Background: an optimization exercise with open tools, aiming at small area, a short achievable clock period and few clock cycles per item. Do not read the settings as production practice.
The RTL was checked by simulation tests, not by an equivalence proof against the original design.
No driver is modelled on the clock port, so clock power and skew are understated where the tree is cut down; a real chip needs a root buffer or a tree.
No activity file was given, so power comes from the tool's default toggle rates.

==> inputs of 06-28 <==
==> flow/design.v <==
`timescale 1ns / 1ps
module mult;
endmodule
`timescale 1ns / 1ps
module cbrt (
	input [7 : 0] b,
	output [2 : 0] g
);
    assign g = (b >= 8'd217) ? 3'd7 :
               (b >= 8'd216) ? 3'd6 :
               (b >= 8'd125) ? 3'd5 :
               (b >= 8'd64)  ? 3'd4 :
               (b >= 8'd27)  ? 3'd3 :
               (b >= 8'd8)   ? 3'd2 :
               (b != 8'd0)   ? 3'd1 : 3'd0;
endmodule
`timescale 1ns / 1ps
module main(
	input rst_i,
	input clk_i,
	input [7 : 0] a_in,
	input [7 : 0] b_in,
	output busy_out,
	output [15 : 0] y_out
);
    wire [2:0] g;
    cbrt cbrt1(.b(b_in), .g(g));
    wire [9:0] t = {2'b00, a_in} + {1'b0, a_in, 1'b0};     
    wire [4:0] s = {1'b0, t[3:0]} + {1'b0, g, 1'b0};        
    reg [5:0] q;
    reg e;
    reg [3:0] lo;
    always @(posedge clk_i)
        if (rst_i) begin
            q <= t[9:4];
            e <= s[4];
            lo <= s[3:0];
        end
    assign busy_out = 1'b0;
    assign y_out = {6'd0, q + {5'd0, e}, lo};
endmodule
==> flow/flow/run.sh <==
#!/bin/bash
# Own flow: the standard layout (standard.sh) with two changes:
#  - synthesis runs flow/synth.tcl: ORFS's synthesis with the same passes and
#    register names, but without full-adder extraction and with ABC mapping by
#    flow/abc.script;
#  - the port buffers are the smallest buffer (buf_1).
# Each step's full log is in orfs/logs/; make's output is in standard.log.
set -euo pipefail
here=$(pwd)
export MY_ABC_SCRIPT=$here/flow/abc.script
bash standard.sh "SYNTH_SCRIPT=$here/flow/synth.tcl" \
  "BUFFER_PORTS_ARGS=-buffer_cell sky130_fd_sc_hd__buf_1" finish > standard.log 2>&1
==> flow/flow/abc.script <==
strash; dch; map -D 1200; topo; buffer -c; upsize -D 1200 -c; dnsize -D 1200 -c
==> flow/flow/synth.tcl <==
# ORFS synthesis as synth_recipe.tcl runs it, but with extract_fa skipped and
# abc given the script named by MY_ABC_SCRIPT.
proc synth {args} { yosys synth -nofsm -noshare {*}$args }
proc extract_fa {args} { puts "extract_fa: skipped by my_synth.tcl" }
proc abc {args} {
  set i [lsearch -exact $args -script]
  if {$i >= 0} { lset args [expr {$i + 1}] $::env(MY_ABC_SCRIPT) }
  puts "abc (my_synth.tcl): $args"
  yosys abc {*}$args
}
source $::env(SCRIPTS_DIR)/synth.tcl
# left out here: clear keep_hierarchy, flatten, clean up, hide names made inside functions, write 1_2_yosys.v
==> flow/standard.sh <==
#!/bin/bash
# synth_recipe.tcl (not shown) runs the flow's synth.tcl, then flattens the netlist and writes it again
# the make line also repeats each setting of config.mk as NAME=value (left out here)
make -C /OpenROAD-flow-scripts/flow DESIGN_CONFIG=/design/flow/config.mk WORK_HOME=/design/flow/orfs CLKGATE_MAP_FILE= SYNTH_SCRIPT=/design/flow/synth_recipe.tcl "${@:-finish}"
==> flow/config.mk <==
export PLATFORM = sky130hd
export DESIGN_NAME = main
export DESIGN_NICKNAME = main
export VERILOG_FILES = /design/flow/design.v
export SDC_FILE = /design/flow/constraint.sdc
export NUM_CORES = 4
export LEC_CHECK = 0
export CAP_MARGIN = 20
export CORE_AREA = 2.5 2.5 59.5 59.5
export CTS_BUF_LIST = sky130_fd_sc_hd__clkbuf_2
export CTS_CLUSTER_DIAMETER = 100
export CTS_CLUSTER_SIZE = 30
export DIE_AREA = 0 0 62 62
export SLEW_MARGIN = 20
==> flow/constraint.sdc <==
create_clock -name core_clock -period 5.0 [get_ports {clk_i}]
set_input_delay 1.0000 -clock core_clock [delete_from_list [all_inputs] [get_ports {clk_i}]]
set_output_delay 1.0000 -clock core_clock [all_outputs]
set_load 0.01 [all_outputs]
==> inputs of 03-01, as changes to 06-28 <==
--- a/flow/config.mk
+++ b/flow/config.mk
@@ -8,7 +8,5 @@
 export CAP_MARGIN = 20
 export CORE_AREA = 2.5 2.5 59.5 59.5
-export CTS_BUF_LIST = sky130_fd_sc_hd__clkbuf_2
-export CTS_CLUSTER_DIAMETER = 100
-export CTS_CLUSTER_SIZE = 30
 export DIE_AREA = 0 0 62 62
+export SETUP_SLACK_MARGIN = 2.8
 export SLEW_MARGIN = 20
==> inputs of 08-23, as changes to 06-28 <==
--- a/flow/config.mk
+++ b/flow/config.mk
@@ -8,7 +8,5 @@
 export CAP_MARGIN = 20
 export CORE_AREA = 2.5 2.5 59.5 59.5
-export CTS_BUF_LIST = sky130_fd_sc_hd__clkbuf_2
-export CTS_CLUSTER_DIAMETER = 100
-export CTS_CLUSTER_SIZE = 30
 export DIE_AREA = 0 0 62 62
+export SETUP_SLACK_MARGIN = 2.5
 export SLEW_MARGIN = 20
==> inputs of 12-26, as changes to 06-28 <==
--- a/flow/config.mk
+++ b/flow/config.mk
@@ -8,7 +8,4 @@
 export CAP_MARGIN = 20
 export CORE_AREA = 2.5 2.5 59.5 59.5
-export CTS_BUF_LIST = sky130_fd_sc_hd__clkbuf_2
-export CTS_CLUSTER_DIAMETER = 100
-export CTS_CLUSTER_SIZE = 30
 export DIE_AREA = 0 0 62 62
 export SLEW_MARGIN = 20
==> comparison table <==
| quantity | 03-01 | 06-28 | 08-23 | 12-26 |
|---|---|---|---|---|
| Outcome | finished clean | finished clean | finished clean | finished clean |
| Net count of the finished layout | 171 | 166 | 166 | 166 |
| Delay of the slowest cell on the worst path | 0.37 ns | 0.39 ns | 0.38 ns | 0.38 ns |
| Vias in the first global route | 730 | 656 | 657 | 657 |
| Final period demand of the worst path | 2.22 ns | 2.35 ns | 2.31 ns | 2.36 ns |
| Share of final layout cell area taken by clock buffers and inverters | 2.28% | 1.94% | 2.53% | 2.53% |
| NetSw | 0.0000912 W | 0.0000836 W | 0.0000836 W | 0.0000831 W |
| Routability congestion estimate | 0.812 | 0.761 | 0.761 | 0.761 |
| M3 GR Usage | 1.66% | 0.621% | 0.621% | 0.621% |
| Placed cell areas | 0.00101 sq mm | 0.00101 sq mm | 0.00101 sq mm | 0.00101 sq mm |
| DR vias/cell | 4.39 | 4.24 | 4.24 | 4.22 |
| Ratio of total power to cell area | 244 mW/mm^2 | 246 mW/mm^2 | 253 mW/mm^2 | 253 mW/mm^2 |
| Wire length on met3 | 89 microns | 97 microns | 97 microns | 97 microns |
| Area of the multi-input gates | 532 sq um | 475 sq um | 478 sq um | 475 sq um |
| Most common cell after layout, fill and taps aside | sky130_fd_sc_hd__nor2_1 | - | sky130_fd_sc_hd__buf_1 | - |
| Peak ir drop on the vdd network | 0.0632 mV | 0.0508 mV | 0.0607 mV | 0.0607 mV |
| Overall power after layout | 0.000282 W | 0.000254 W | 0.000263 W | 0.000263 W |
| Final standard cell utilization of the core | 37.5% | 33.5% | 33.8% | 33.7% |
| RSZ-0062 raised after global routing | true | false | false | false |
| Wire length of the first global-routing pass | 2.94 mm | 2.68 mm | 2.69 mm | 2.69 mm |
| CTS Root Buffer Type | sky130_fd_sc_hd__clkbuf_4 | sky130_fd_sc_hd__clkbuf_2 | sky130_fd_sc_hd__clkbuf_4 | sky130_fd_sc_hd__clkbuf_4 |
Testbench counts of 06-28, summed over its fixed seeds: cycles 2,400, items 2,400.
Testbench counts of 03-01, summed over its fixed seeds: cycles 2,400, items 2,400.
Testbench counts of 08-23, summed over its fixed seeds: cycles 2,400, items 2,400.
Testbench counts of 12-26, summed over its fixed seeds: cycles 2,400, items 2,400.

---

==> job 6037: inputs <==
Starts from the design.v that is shown in full above.
export LEC_CHECK = 0
export CAP_MARGIN = 20
export CORE_AREA = 2.5 2.5 59.5 59.5
export CTS_CLUSTER_DIAMETER = 100
export CTS_CLUSTER_SIZE = 30
export DIE_AREA = 0 0 62 62
export SLEW_MARGIN = 20
create_clock -name core_clock -period 5.0 [get_ports {clk_i}]
standard.sh (not shown) runs the stock make flow with config.mk's settings and CLKGATE_MAP_FILE= SYNTH_SCRIPT=/design/flow/synth_recipe.tcl, a recipe that flattens the netlist after the stock synthesis.
==> flow/flow/run.sh <==
#!/bin/bash
# Own flow: the standard layout (standard.sh) with two changes:
#  - synthesis runs flow/synth.tcl: ORFS's synthesis with the same passes and
#    register names, but without full-adder extraction and with ABC mapping by
#    flow/abc.script;
#  - the port buffers are the smallest buffer (buf_1).
# Each step's full log is in orfs/logs/; make's output is in standard.log.
set -euo pipefail
here=$(pwd)
export MY_ABC_SCRIPT=$here/flow/abc.script
bash standard.sh "SYNTH_SCRIPT=$here/flow/synth.tcl" \
  "BUFFER_PORTS_ARGS=-buffer_cell sky130_fd_sc_hd__buf_1" finish > standard.log 2>&1
==> flow/flow/abc.script <==
strash; dch; map -D 1200; topo; buffer -c; upsize -D 1200 -c; dnsize -D 1200 -c
==> flow/flow/synth.tcl <==
# ORFS synthesis as synth_recipe.tcl runs it, but with extract_fa skipped and
# abc given the script named by MY_ABC_SCRIPT.
proc synth {args} { yosys synth -nofsm -noshare {*}$args }
proc extract_fa {args} { puts "extract_fa: skipped by my_synth.tcl" }
proc abc {args} {
  set i [lsearch -exact $args -script]
  if {$i >= 0} { lset args [expr {$i + 1}] $::env(MY_ABC_SCRIPT) }
  puts "abc (my_synth.tcl): $args"
  yosys abc {*}$args
}
source $::env(SCRIPTS_DIR)/synth.tcl
# left out here: clear keep_hierarchy, flatten, clean up, hide names made inside functions, write 1_2_yosys.v
==> job 5741 (differences from job 6037) <==
==> flow/design.v, changed modules only <==
module cbrt (
	input [7 : 0] a_bi,
	output [2 : 0] y_bo
);
    assign y_bo = (a_bi >= 8'd217) ? 3'd7 :
                  (a_bi >= 8'd216) ? 3'd6 :
                  (a_bi >= 8'd125) ? 3'd5 :
                  (a_bi >= 8'd64)  ? 3'd4 :
                  (a_bi >= 8'd27)  ? 3'd3 :
                  (a_bi >= 8'd8)   ? 3'd2 :
                  (a_bi != 8'd0)   ? 3'd1 : 3'd0;
endmodule
module main(
	input rst_i,
	input clk_i,
	input [7 : 0] a_in,
	input [7 : 0] b_in,
	output busy_out,
	output [15 : 0] y_out
);
    wire [2:0] g;
    wire [9:0] y_next;
    reg  [9:0] y;
    cbrt cbrt1(.a_bi(b_in), .y_bo(g));
    assign y_next = {2'b00, a_in} + {1'b0, a_in, 1'b0} + {6'd0, g, 1'b0};
    always @(posedge clk_i)
        if (rst_i)
            y <= y_next;
    assign busy_out = 1'b0;
    assign y_out = {6'd0, y};
endmodule
==> flow/flow/run.sh (replaced) <==
#!/bin/bash
# Own flow: the standard layout, but the port buffers are the smallest
# buffer (buf_1) instead of the resizer's default pick.
set -euo pipefail
bash standard.sh "BUFFER_PORTS_ARGS=-buffer_cell sky130_fd_sc_hd__buf_1" finish > standard.log 2>&1
CTS_CLUSTER_DIAMETER = not set   (was 100)
CTS_CLUSTER_SIZE = not set   (was 30)
removed: flow/flow/abc.script
removed: flow/flow/synth.tcl
==> out/qor.yml <==
synth-compound-area-share_pct: 13.0
nClkBuffers: 3
cts_sinks: 10
buffer_area_share_pct: 9.78
synthAdderAreaFrac_pct: 24.5
worst_hold_slack_ns: 0.950
p_sw_share_pct: 31.4
synth_most_common_cell: "ha_1"
timing.final.ws_setup_ns: 1.66
clkSlewWorstSetupHoldPaths_ns: 0.05
p_int_uw: 182
status: "complete, no violations"
the above is filed under job 5741

==> out/qor.yml <==
timing.final.ws_setup_ns: 2.64
buffer_area_share_pct: 9.77
synth-compound-area-share_pct: 14.3
grt.met3_usage_pct: 0.621
p_int_uw: 180
finalPower_uw: 263
fin_crit_sh_pct: 47.2
grt_pass1_vias: 657
ctsHoldBuffers: 0
p_sw_share_pct: 31.6
cts_tree: "built"
worst_hold_slack_ns: 1.03
avgSynthCellArea_sq_um: 7.56
sh_seq_area_pct: 31.8
status: "complete, no violations"
cts_sinks: 11
h-tree-depth: 1
synth_most_common_cell: "nor2_1"
synthAdderAreaFrac_pct: 0
the above is filed under job 6037

Testbench counts of job 6037, summed over its fixed seeds: cycles 2,400, items 2,400.
Testbench counts of job 5741, summed over its fixed seeds: cycles 2,400, items 2,400.

---

==> inputs of run G <==
Starts from the design.v that is shown in full above.
clock: 5.0 ns
lec_check: 0
cap_margin: 20
core_area: 2.5 2.5 59.5 59.5
die_area: 0 0 62 62
slew_margin: 20
==> flow/flow/run.sh <==
#!/bin/bash
# Own flow: the standard layout (standard.sh) with these changes:
#  - the port buffers are the smallest buffer (buf_1);
#  - the one tie cell of the netlist drives all constant outputs
#    (SKIP_REPAIR_TIE_FANOUT);
#  - CTS's root buffer drives all flip-flops (flow/one_clkbuf.tcl).
# make's output goes to standard.log, each ORFS step's log to orfs/logs/.
set -euo pipefail
here=$(pwd)
bash standard.sh "SYNTH_NETLIST_FILES=$here/flow/netlist.v" \
  "BUFFER_PORTS_ARGS=-buffer_cell sky130_fd_sc_hd__buf_1" \
  SKIP_REPAIR_TIE_FANOUT=1 "POST_CTS_TCL=$here/flow/one_clkbuf.tcl" \
  "CTS_ARGS=-sink_clustering_enable -sink_clustering_size 50 -sink_clustering_max_diameter 500 -repair_clock_nets -dont_use_dummy_load -root_buf sky130_fd_sc_hd__clkbuf_4 -buf_list sky130_fd_sc_hd__clkbuf_4" finish > standard.log 2>&1
Other scripts of this flow, unchanged in this note and not shown: flow/flow/netlist.v, flow/flow/one_clkbuf.tcl
==> run P: changes against run G <==
--- a/flow/flow/run.sh
+++ b/flow/flow/run.sh
@@ -5,3 +5,5 @@
 #    (SKIP_REPAIR_TIE_FANOUT);
-#  - CTS's root buffer drives all flip-flops (flow/one_clkbuf.tcl).
+#  - CTS (CTS_ARGS) adds no dummy load, and after it the root clock buffer
+#    drives all flip-flops, with the leaf buffers under it removed
+#    (flow/one_clkbuf.tcl), so every register's clock arrives alike.
 # make's output goes to standard.log, each ORFS step's log to orfs/logs/.
- SETUP_SLACK_MARGIN: unset -> 2.95
==> run E: changes against run G <==
--- a/flow/flow/run.sh
+++ b/flow/flow/run.sh
@@ -5,3 +5,5 @@
 #    (SKIP_REPAIR_TIE_FANOUT);
-#  - CTS's root buffer drives all flip-flops (flow/one_clkbuf.tcl).
+#  - CTS (CTS_ARGS) adds no dummy load, and after it the root clock buffer
+#    drives all flip-flops, with the leaf buffers under it removed
+#    (flow/one_clkbuf.tcl), so every register's clock arrives alike.
 # make's output goes to standard.log, each ORFS step's log to orfs/logs/.
- SETUP_SLACK_MARGIN: unset -> 2.85
==> comparison <==
Run G finished clean. Run E produced a clean layout. Run P ran to the end with no violations.
Clock power: run P is larger than run G (11%).
Die area is the same in run E and run P.
Against run E, the setup slack of run P is worse by 0.0066 ns.
Worst hold slack, lowest first: run E, run P, run G.
Between run E and run G, the lower routed wire length is in run G (gap 9.0%, measured against run G).
Sequential cell count is the same in run E and run P.
==> figures <==
quantity                                          run G           run P           run E
Worst Setup End Kind                           register  primary output  primary output
Switching Power                            0.00007068 W    0.00007915 W    0.00007335 W
Result of the run      no timing/DRC/antenna violations  no timing/DRC/antenna violations  no timing/DRC/antenna violations
Max FO, Critical Path                                 4               6               3
M1 GR Usage                                      8.174%          9.264%          7.918%
Met2 usage                                       15.63%          19.05%          16.82%
Clk slew on worst S/H paths                     0.09 ns         0.11 ns         0.09 ns
Final worst-path cycle share                     43.93%          42.47%          42.33%
Post-Route WL                                   1329 µm         1544 µm         1449 µm
Data required time of the critical path         4.91 ns         4.00 ns         4.00 ns
Via/cell ratio                                    3.975           4.184           3.994
Share of total power in the clock network         12.0%           12.2%           11.4%
Multi-input gate share of total cell area        42.68%          42.20%          41.63%
Testbench counts of run G, summed over its fixed seeds: cycles 2,400, items 2,400.
Testbench counts of run P, summed over its fixed seeds: cycles 2,400, items 2,400.
Testbench counts of run E, summed over its fixed seeds: cycles 2,400, items 2,400.

---

==> inputs of v5 <==
// main: RTL as listed in full above, without the edits since
Settings: LEC_CHECK=0, CAP_MARGIN=20, CORE_AREA=2.5 2.5 59.5 59.5, DIE_AREA=0 0 62 62, SLEW_MARGIN=20; clock period 5.0 ns.
==> flow/flow/run.sh <==
#!/bin/bash
# Own flow: the standard layout (standard.sh) with these changes:
#  - the port buffers are the smallest buffer (buf_1);
#  - the one tie cell of the netlist drives all constant outputs
#    (SKIP_REPAIR_TIE_FANOUT).
# make's output goes to standard.log, each ORFS step's log to orfs/logs/.
set -euo pipefail
here=$(pwd)
bash standard.sh "SYNTH_NETLIST_FILES=$here/flow/netlist.v" \
  "BUFFER_PORTS_ARGS=-buffer_cell sky130_fd_sc_hd__buf_1" \
  SKIP_REPAIR_TIE_FANOUT=1 \
  "CTS_ARGS=-repair_clock_nets -dont_use_dummy_load -root_buf sky130_fd_sc_hd__clkbuf_4 -buf_list sky130_fd_sc_hd__clkbuf_4" finish > standard.log 2>&1
Other scripts of this flow, unchanged in this note and not shown: flow/flow/netlist.v
==> v24: changes against v5 <==
--- a/flow/flow/run.sh
+++ b/flow/flow/run.sh
@@ -10,3 +10,2 @@
   "BUFFER_PORTS_ARGS=-buffer_cell sky130_fd_sc_hd__buf_1" \
-  SKIP_REPAIR_TIE_FANOUT=1 \
-  "CTS_ARGS=-repair_clock_nets -dont_use_dummy_load -root_buf sky130_fd_sc_hd__clkbuf_4 -buf_list sky130_fd_sc_hd__clkbuf_4" finish > standard.log 2>&1
+  SKIP_REPAIR_TIE_FANOUT=1 finish > standard.log 2>&1
==> comparison <==
In combinational power, v24 and v5 hardly differ.
In via count, v5 and v24 hardly differ.
In critical path depth, v5 and v24 do not differ.
Synthesized cell count is the same in v5 and v24.
In non-clock buffer count, v24 and v5 do not differ.
Cell count: v24 is larger than v5 (0.63%).
In v24 the cell area is higher than in v5, by 0.40%.
In v5 the utilization is lower than in v24, by 0.12 points.
Testbench counts of v5, summed over its fixed seeds: cycles 2,400, items 2,400.
Testbench counts of v24, summed over its fixed seeds: cycles 2,400, items 2,400.

[port drivers added, routing unchanged]
Ports are ideal in the flow. The routed layouts listed here were re-timed in OpenROAD.
Step 1 sets driving cells, clkbuf_16 on the clock port and buf_2 on the other inputs (assumed; they add their load-dependent delay and slew).
Step 2, shift: input delay + t, output delay - t, t = (earliest + latest rising clock arrival at the registers) / 2. This alone moves slack from input paths to output paths.
a / b / c = ideal ports / drivers / drivers and shift; a / b = the first two.
| run | t (ns) | setup slack, ns | slew at the worst register clock pin (ns) |
|---|---|---|---|
| 06-28 | 0.260 | 2.645 / 2.623 / 2.500 | 0.10 / 0.10 |
| 03-01 | 0.278 | 2.776 / 2.755 / 2.525 | 0.06 / 0.06 |
| 08-23 | 0.277 | 2.690 / 2.668 / 2.493 | 0.06 / 0.06 |
| 12-26 | 0.277 | 2.642 / 2.620 / 2.493 | 0.06 / 0.06 |
| job 6037 | 0.277 | 2.642 / 2.620 / 2.493 | 0.06 / 0.06 |
| job 5741 | 0.270 | 1.659 / 1.653 / 1.383 | 0.05 / 0.05 |
| run G | 0.174 | 2.804 / 2.799 / 2.628 | 0.09 / 0.09 |
| run P | 0.185 | 2.877 / 2.857 / 2.794 | 0.11 / 0.11 |
| run E | 0.174 | 2.883 / 2.864 / 2.735 | 0.09 / 0.09 |
| v5 | 0.266 | 2.741 / 2.723 / 2.622 | 0.06 / 0.06 |
| v24 | 0.269 | 2.732 / 2.714 / 2.626 | 0.06 / 0.06 |
After both steps setup and hold are still met in every run listed. The setup slack of job 5741, which loses most, moves by -0.006 ns with the drivers and by -0.276 ns with both steps.
